From an optimization exercise on the open Yosys and OpenROAD flow, aimed at small area, a short achievable clock period and few clock cycles per item; shortcuts taken in it are not production practice. Where RTL was checked, it was by simulation tests only, not by an equivalence proof against the original. Power figures rest on the tool's default switching activity, not on a simulated workload.

==> module div, before the edit <==
module div(
    input [0:0]         clk,
    input [0:0]         rstn,
    input flush_by_writeback,
    input [0:0]         div_en_in,
    input [0:0]         div_op,
    input [0:0]         div_sign,
    input [ 31:0 ]      div_sr0,
    input [ 31:0 ]      div_sr1,
    input [ 4:0 ]       div_addr_in,
    input [31:0]        div_pc_in,
    input [31:0]        div_inst_in,
    output reg [0:0]    div_en_out,
    output reg [0:0]    stall_by_div,
    output [ 31:0 ]     div_result,
    output [ 4:0 ]      div_addr_out,
    output [31:0]       div_pc_out,
    output [31:0]       div_inst_out
);
localparam PREP = 2'd0;
localparam ITER = 2'd1;
localparam NEG  = 2'd2;
reg [1:0]  phase;
reg [31:0] rem;       
reg [34:0] y;         
reg        cin;       
reg [31:0] quo;       
reg [5:0]  pa;        
reg [5:0]  pb;        
reg [4:0]  cnt;       
reg        sa_r;      
reg        qn;        
reg        sel;       
reg        neg;       
reg [4:0]  addr;
reg [31:0] pc;
reg [31:0] inst;
wire        sa = div_sign & div_sr0[31];
wire        sb = div_sign & div_sr1[31];
wire [5:0]  pa_w;
wire [5:0]  pb_w;
wire [31:0] xa = sa ? {~div_sr0[30:0], 1'b1} : div_sr0;
wire [31:0] xb = div_sr1 ^ {32{sb}};
wire        bz_w = div_sr1 == 0;
exe_log2_plus_one log2_1(xa, pa_w);
exe_log2_plus_one log2_2(xb, pb_w);
wire [31:0] ta;       
exe_orup_pfx #(.W(32), .L(5)) oa (.x(xa), .y(ta));
wire        skip = bz_w | (|(xb & ~ta));
wire [6:0]  d;
wire        d_co;
exe_add_pfx #(.W(7), .L(3)) dsub (.a({pa[5], pa}), .b(~{pb[5], pb}), .ci(1'b1), .s(d), .co(d_co));
wire [69:0] ysh = {y, {35{cin}}} << {d[5:1], 1'b0};
wire [34:0] y2 = {y[33:0], cin};
wire [31:0] t1, t2, t3;
wire [2:0]  h1, h2;
wire [3:0]  h3;
wire        c1, c2, c3;
exe_add_pfx #(.W(35), .L(6)) add1 (.a({3'b000, rem}), .b(y),  .ci(cin), .s({h1, t1}), .co(c1));
exe_add_pfx #(.W(35), .L(6)) add2 (.a({3'b000, rem}), .b(y2), .ci(cin), .s({h2, t2}), .co(c2));
wire [34:0] cs_s = {3'b000, rem} ^ y ^ y2;
wire [34:0] cs_c = ({3'b000, rem} & y) | ({3'b000, rem} & y2) | (y & y2);
exe_add_pfx #(.W(36), .L(6)) add3 (.a({1'b0, cs_s}), .b({cs_c, cin}), .ci(cin), .s({h3, t3}), .co(c3));
wire        ge1 = c1;
wire        ge2 = c2;
wire        ge3 = c3;
wire [31:0] rn  = ({32{ge3}} & t3) | ({32{ge2 & ~ge3}} & t2) |
                  ({32{ge1 & ~ge2}} & t1) | ({32{~ge1}} & rem);
wire [31:0] mag = sel ? rem : quo;
wire [31:0] nmag;
exe_neg_pfx #(.W(32), .L(5)) ng (.x(mag), .y(nmag));
assign div_result   = mag;
assign div_addr_out = addr;
assign div_pc_out   = pc;
assign div_inst_out = inst;
wire [1:0] qd = {ge2, ge3 | (ge1 & ~ge2)};
wire pstep = (d[5:1] == 5'd0) & ~sa_r;
wire start = div_en_in & ~div_en_out;
wire fin   = (phase == NEG) || (phase == ITER && cnt == 0 && !neg) ||
             (phase == PREP && pstep && (sel || !qn));
always @(posedge clk) begin
    if (!rstn || flush_by_writeback) begin
        stall_by_div <= 0;
        div_en_out   <= 0;
    end else if (stall_by_div) begin
        if (fin) begin
            stall_by_div <= 0;
            div_en_out   <= 1;
        end
    end else begin
        stall_by_div <= start & ~skip;
        div_en_out   <= start & skip;
    end
end
always @(posedge clk) begin
    if (stall_by_div) begin
        case (phase)
            PREP: begin
                if (pstep) rem <= rn;
                else if (sa_r) rem <= nmag;
                quo   <= {30'd0, qd & {2{pstep}}};
                y     <= ysh[69:35];
                cnt   <= d[5:1];
                neg   <= sel ? sa_r : qn;
                phase <= pstep ? NEG : ITER;
            end
            ITER: begin
                rem <= rn;
                quo <= {quo[29:0], qd};
                y   <= {2'b11, y[34:2]};
                cnt <= cnt - 1;
                if (cnt == 0) phase <= NEG;
            end
            default: begin
                rem <= nmag;
                quo <= {quo[29:0], qd};
                y   <= {2'b11, y[34:2]};
                sel <= 1;
            end
        endcase
    end else begin
        phase <= PREP;
        rem   <= div_sr0;
        quo   <= skip ? 32'd0 : div_sr0;
        y     <= {3'b111, div_sr1 ^ {32{~sb}}};
        cin   <= ~sb;
        pa    <= pa_w;
        pb    <= pb_w;
        sa_r  <= sa;
        qn    <= sa ^ sb;
        sel   <= div_op;
        neg   <= 0;
        addr  <= div_addr_in;
        pc    <= div_pc_in;
        inst  <= div_inst_in;
    end
end
endmodule
==> flow/config.mk <==
export PLATFORM = sky130hd
export DESIGN_NAME = div
export DESIGN_NICKNAME = div
export VERILOG_FILES = /design/flow/design.v
export SDC_FILE = /design/flow/constraint.sdc
export NUM_CORES = 4
export LEC_CHECK = 0
export CAP_MARGIN = 5
export CORE_MARGIN = 2
export CORE_UTILIZATION = 40
export PLACE_DENSITY = 0.6
export SETUP_SLACK_MARGIN = 2
export SLEW_MARGIN = 5
==> flow/constraint.sdc <==
create_clock -name core_clock -period 6.0 [get_ports {clk}]
set_input_delay 1.2000 -clock core_clock [delete_from_list [all_inputs] [get_ports {clk}]]
set_output_delay 1.2000 -clock core_clock [all_outputs]
set_load 0.01 [all_outputs]
run.sh (not shown) runs the stock make flow with config.mk's settings and CLKGATE_MAP_FILE= SYNTH_SCRIPT=/design/flow/synth_recipe.tcl, a recipe that flattens the netlist after the stock synthesis.
The first run completed without violations.
Edit:
--- a/flow/design.v
+++ b/flow/design.v
@@ -127,6 +127,7 @@
 reg [5:0]  pb;        
 reg [4:0]  cnt;       
 reg        sa_r;      
+reg        ma;        
 reg        qn;        
 reg        sel;       
 reg        neg;       
@@ -145,9 +146,11 @@
 wire [31:0] ta;       
 exe_orup_pfx #(.W(32), .L(5)) oa (.x(xa), .y(ta));
 wire        skip = bz_w | (|(xb & ~ta));
+wire        ma_w = sa & |(div_sr0[30:0] & ~div_sr0[31:1]);
 wire [6:0]  d;
 wire        d_co;
-exe_add_pfx #(.W(7), .L(3)) dsub (.a({pa[5], pa}), .b(~{pb[5], pb}), .ci(1'b1), .s(d), .co(d_co));
+exe_add_pfx #(.W(7), .L(3)) dsub (.a({pa[5], pa}), .b(~{pb[5], pb}), .ci(~ma), .s(d), .co(d_co));
+wire        go  = ~d[6];
 wire [69:0] ysh = {y, {35{cin}}} << {d[5:1], 1'b0};
 wire [34:0] y2 = {y[33:0], cin};
 wire [31:0] t1, t2, t3;
@@ -172,10 +175,10 @@
 assign div_pc_out   = pc;
 assign div_inst_out = inst;
 wire [1:0] qd = {ge2, ge3 | (ge1 & ~ge2)};
-wire pstep = (d[5:1] == 5'd0) & ~sa_r;
+wire pstep = go & (d[5:1] == 5'd0) & ~sa_r;
 wire start = div_en_in & ~div_en_out;
 wire fin   = (phase == NEG) || (phase == ITER && cnt == 0 && !neg) ||
-             (phase == PREP && pstep && (sel || !qn));
+             (phase == PREP && (!go || (pstep && (sel || !qn))));
 always @(posedge clk) begin
     if (!rstn || flush_by_writeback) begin
         stall_by_div <= 0;
@@ -195,11 +198,11 @@
         case (phase)
             PREP: begin
                 if (pstep) rem <= rn;
-                else if (sa_r) rem <= nmag;
+                else if (sa_r & go) rem <= nmag;
                 quo   <= {30'd0, qd & {2{pstep}}};
                 y     <= ysh[69:35];
                 cnt   <= d[5:1];
-                neg   <= sel ? sa_r : qn;
+                neg   <= go & (sel ? sa_r : qn);
                 phase <= pstep ? NEG : ITER;
             end
             ITER: begin
@@ -225,6 +228,7 @@
         pa    <= pa_w;
         pb    <= pb_w;
         sa_r  <= sa;
+        ma    <= ma_w;
         qn    <= sa ^ sb;
         sel   <= div_op;
         neg   <= 0;
Effect:
- die area grows by a few percent
- worst hold slack stays flat
- global-route usage shrinks by 0.78 points
- power grows slightly
- first-iteration DRC count grows by about a fifth
- clock power shrinks by a little under a tenth
- count of clock-buffer cells in the layout grows by 1
- synthesized area grows by a few percent
- flip-flop and latch count grows by 1
- core utilization shrinks by 0.43 points
- routed wire length stays flat
- critical path depth shrinks by 1
- cell count grows by a few percent
- clock skew stays flat
Testbench counts after the change, summed over its fixed seeds: cycles 80,335, items 12,000.
For the first run of this note, only the layout was checked, not whether the RTL still works.

---

Q:
The RTL this note starts from:
==> flow/design.v <==
/*verilator lint_off DECLFILENAME*/
module exe_log2_plus_one
(
    input [31:0] in,
    output [5:0] out
);
    wire [7:0] v;
    wire [1:0] p [0:7];
    genvar g;
    generate
        for (g = 0; g < 8; g = g + 1) begin : nib
            wire [3:0] x = in[4*g+3:4*g];
            assign v[g] = |x;
            assign p[g] = x[3] ? 2'd3 : x[2] ? 2'd2 : x[1] ? 2'd1 : 2'd0;
        end
    endgenerate
    wire [2:0] k = v[7] ? 3'd7 : v[6] ? 3'd6 : v[5] ? 3'd5 : v[4] ? 3'd4 :
                   v[3] ? 3'd3 : v[2] ? 3'd2 : v[1] ? 3'd1 : 3'd0;
    assign out = (|v) ? {1'b0, k, p[k]} : 6'b111111;
endmodule
module exe_add_pfx #(parameter W = 32, parameter L = 5)
(
    input  [W-1:0] a,
    input  [W-1:0] b,
    input          ci,
    output [W-1:0] s,
    output         co
);
    wire [W-1:0] g [0:L];
    wire [W-1:0] p [0:L];
    assign g[0] = a & b;
    assign p[0] = a ^ b;
    genvar i, j;
    generate
        for (i = 0; i < L; i = i + 1) begin : lvl
            for (j = 0; j < W; j = j + 1) begin : bt
                if (j & (1 << i)) begin : blk
                    localparam integer K = ((j >> i) << i) - 1;
                    assign g[i+1][j] = g[i][j] | (p[i][j] & g[i][K]);
                    assign p[i+1][j] = p[i][j] & p[i][K];
                end else begin : pass
                    assign g[i+1][j] = g[i][j];
                    assign p[i+1][j] = p[i][j];
                end
            end
        end
    endgenerate
    wire [W:0] c;
    assign c[0] = ci;
    generate
        for (j = 1; j <= W; j = j + 1) begin : cy
            assign c[j] = g[L][j-1] | (p[L][j-1] & ci);
        end
    endgenerate
    assign s  = p[0] ^ c[W-1:0];
    assign co = c[W];
endmodule
module exe_neg_pfx #(parameter W = 32, parameter L = 5)
(
    input  [W-1:0] x,
    output [W-1:0] y
);
    wire [W-1:0] o [0:L];
    assign o[0] = x;
    genvar i, j;
    generate
        for (i = 0; i < L; i = i + 1) begin : lvl
            for (j = 0; j < W; j = j + 1) begin : bt
                if (j & (1 << i)) begin : blk
                    localparam integer K = ((j >> i) << i) - 1;
                    assign o[i+1][j] = o[i][j] | o[i][K];
                end else begin : pass
                    assign o[i+1][j] = o[i][j];
                end
            end
        end
    endgenerate
    assign y = x ^ {o[L][W-2:0], 1'b0};
endmodule
/*verilator lint_off DECLFILENAME*/
module div(
    input [0:0]         clk,
    input [0:0]         rstn,
    input flush_by_writeback,
    input [0:0]         div_en_in,
    input [0:0]         div_op,
    input [0:0]         div_sign,
    input [ 31:0 ]      div_sr0,
    input [ 31:0 ]      div_sr1,
    input [ 4:0 ]       div_addr_in,
    input [31:0]        div_pc_in,
    input [31:0]        div_inst_in,
    output reg [0:0]    div_en_out,
    output reg [0:0]    stall_by_div,
    output [ 31:0 ]     div_result,
    output [ 4:0 ]      div_addr_out,
    output [31:0]       div_pc_out,
    output [31:0]       div_inst_out
);
localparam PREP = 2'd0;
localparam ITER = 2'd1;
localparam NEG  = 2'd2;
reg [1:0]  phase;
reg [31:0] rem;       
reg [34:0] y;         
reg        cin;       
reg [31:0] quo;       
reg [5:0]  pa;        
reg [5:0]  pb;        
reg        bz;        
reg [4:0]  cnt;       
reg        sa_r;      
reg        qn;        
reg        sel;       
reg        neg;       
reg [4:0]  addr;
reg [31:0] pc;
reg [31:0] inst;
wire        sa = div_sign & div_sr0[31];
wire        sb = div_sign & div_sr1[31];
wire [5:0]  pa_w;
wire [5:0]  pb_w;
exe_log2_plus_one log2_1(sa ? {~div_sr0[30:0], 1'b1} : div_sr0, pa_w);
exe_log2_plus_one log2_2(div_sr1 ^ {32{sb}}, pb_w);
wire [6:0]  d;
wire        d_co;
exe_add_pfx #(.W(7), .L(3)) dsub (.a({pa[5], pa}), .b(~{pb[5], pb}), .ci(1'b1), .s(d), .co(d_co));
wire        go  = ~d[6] & ~bz;
wire [69:0] ysh = {y, {35{cin}}} << {d[5:1], 1'b0};
wire [34:0] y2 = {y[33:0], cin};
wire [31:0] t1, t2, t3;
wire [2:0]  h1, h2;
wire [3:0]  h3;
wire        c1, c2, c3;
exe_add_pfx #(.W(35), .L(6)) add1 (.a({3'b000, rem}), .b(y),  .ci(cin), .s({h1, t1}), .co(c1));
exe_add_pfx #(.W(35), .L(6)) add2 (.a({3'b000, rem}), .b(y2), .ci(cin), .s({h2, t2}), .co(c2));
wire [34:0] cs_s = {3'b000, rem} ^ y ^ y2;
wire [34:0] cs_c = ({3'b000, rem} & y) | ({3'b000, rem} & y2) | (y & y2);
exe_add_pfx #(.W(36), .L(6)) add3 (.a({1'b0, cs_s}), .b({cs_c, cin}), .ci(cin), .s({h3, t3}), .co(c3));
wire        ge1 = c1;
wire        ge2 = c2;
wire        ge3 = c3;
wire [31:0] mag = sel ? rem : quo;
wire [31:0] nmag;
exe_neg_pfx #(.W(32), .L(5)) ng (.x(mag), .y(nmag));
assign div_result   = mag;
assign div_addr_out = addr;
assign div_pc_out   = pc;
assign div_inst_out = inst;
wire start = div_en_in & ~div_en_out;
wire fin   = (phase == NEG) || (phase == ITER && cnt == 0 && !neg) ||
             (phase == PREP && !go);
always @(posedge clk) begin
    if (!rstn || flush_by_writeback) begin
        stall_by_div <= 0;
        div_en_out   <= 0;
    end else if (stall_by_div) begin
        if (fin) begin
            stall_by_div <= 0;
            div_en_out   <= 1;
        end
    end else begin
        stall_by_div <= start;
        div_en_out   <= 0;
    end
end
always @(posedge clk) begin
    if (stall_by_div) begin
        case (phase)
            PREP: begin
                if (sa_r & go) rem <= nmag;
                quo   <= 0;
                y     <= ysh[69:35];
                cnt   <= d[5:1];
                neg   <= go & (sel ? sa_r : qn);
                phase <= ITER;
            end
            ITER: begin
                if (ge1) rem <= ge2 ? (ge3 ? t3 : t2) : t1;
                quo <= {quo[29:0], ge2, ge3 | (ge1 & ~ge2)};
                y   <= {2'b11, y[34:2]};
                cnt <= cnt - 1;
                if (cnt == 0) phase <= NEG;
            end
            default: begin
                rem <= nmag;
                quo <= {quo[29:0], ge2, ge3 | (ge1 & ~ge2)};
                y   <= {2'b11, y[34:2]};
                sel <= 1;
            end
        endcase
    end else begin
        phase <= PREP;
        rem   <= div_sr0;
        quo   <= div_sr0;
        y     <= {3'b111, div_sr1 ^ {32{~sb}}};
        cin   <= ~sb;
        pa    <= pa_w;
        pb    <= pb_w;
        bz    <= div_sr1 == 0;
        sa_r  <= sa;
        qn    <= sa ^ sb;
        sel   <= div_op;
        addr  <= div_addr_in;
        pc    <= div_pc_in;
        inst  <= div_inst_in;
    end
end
endmodule
clock: 6.0 ns
lec_check: 0
cap_margin: 20
core_margin: 2
core_utilization: 40
place_density: 0.6
setup_slack_margin: 2
slew_margin: 20
Q: no failed stages, no open violations at the end
Testbench counts of Q, summed over its fixed seeds: cycles 87,333, items 12,000.
For R, these inputs were changed with respect to Q:
--- a/flow/design.v
+++ b/flow/design.v
@@ -138,10 +138,12 @@
 wire [34:0] cs_c = ({3'b000, rem} & y) | ({3'b000, rem} & y2) | (y & y2);
 exe_add_pfx #(.W(36), .L(6)) add3 (.a({1'b0, cs_s}), .b({cs_c, cin}), .ci(cin), .s({h3, t3}), .co(c3));
 wire        ge1 = c1;
 wire        ge2 = c2;
 wire        ge3 = c3;
+wire [31:0] rn  = ({32{ge3}} & t3) | ({32{ge2 & ~ge3}} & t2) |
+                  ({32{ge1 & ~ge2}} & t1) | ({32{~ge1}} & rem);
 wire [31:0] mag = sel ? rem : quo;
 wire [31:0] nmag;
 exe_neg_pfx #(.W(32), .L(5)) ng (.x(mag), .y(nmag));
 assign div_result   = mag;
 assign div_addr_out = addr;
@@ -174,11 +176,11 @@
                 cnt   <= d[5:1];
                 neg   <= go & (sel ? sa_r : qn);
                 phase <= ITER;
             end
             ITER: begin
-                if (ge1) rem <= ge2 ? (ge3 ? t3 : t2) : t1;
+                rem <= rn;
                 quo <= {quo[29:0], ge2, ge3 | (ge1 & ~ge2)};
                 y   <= {2'b11, y[34:2]};
                 cnt <= cnt - 1;
                 if (cnt == 0) phase <= NEG;
             end
Results
R: full flow OK, the timing, design-rule and antenna checks passed. Relative to Q, the share of total power in combinational logic of R is lower by 2.4 points. R vs. Q: critical path depth decreased by 4 relative to the old numbers, minimum hold slack neither gained nor lost much, number of fill cells now sits lower. Per the comparison of R with Q, relative area change from synthesis to final layout lower, total of clock buffers placed in the layout dropped 2, internal portion of total power has decreased, die boundary height flat, share of the final layout cell area in sequential cells higher. Against Q, the final cell area of R is lower. Worst setup slack in R is 0.037 ns above Q. Going from Q to R, the switching power was found to have gone down by 4.1%. met3 routed wirelength in R is 540 um higher than in Q.
No functional check of the RTL was part of R.
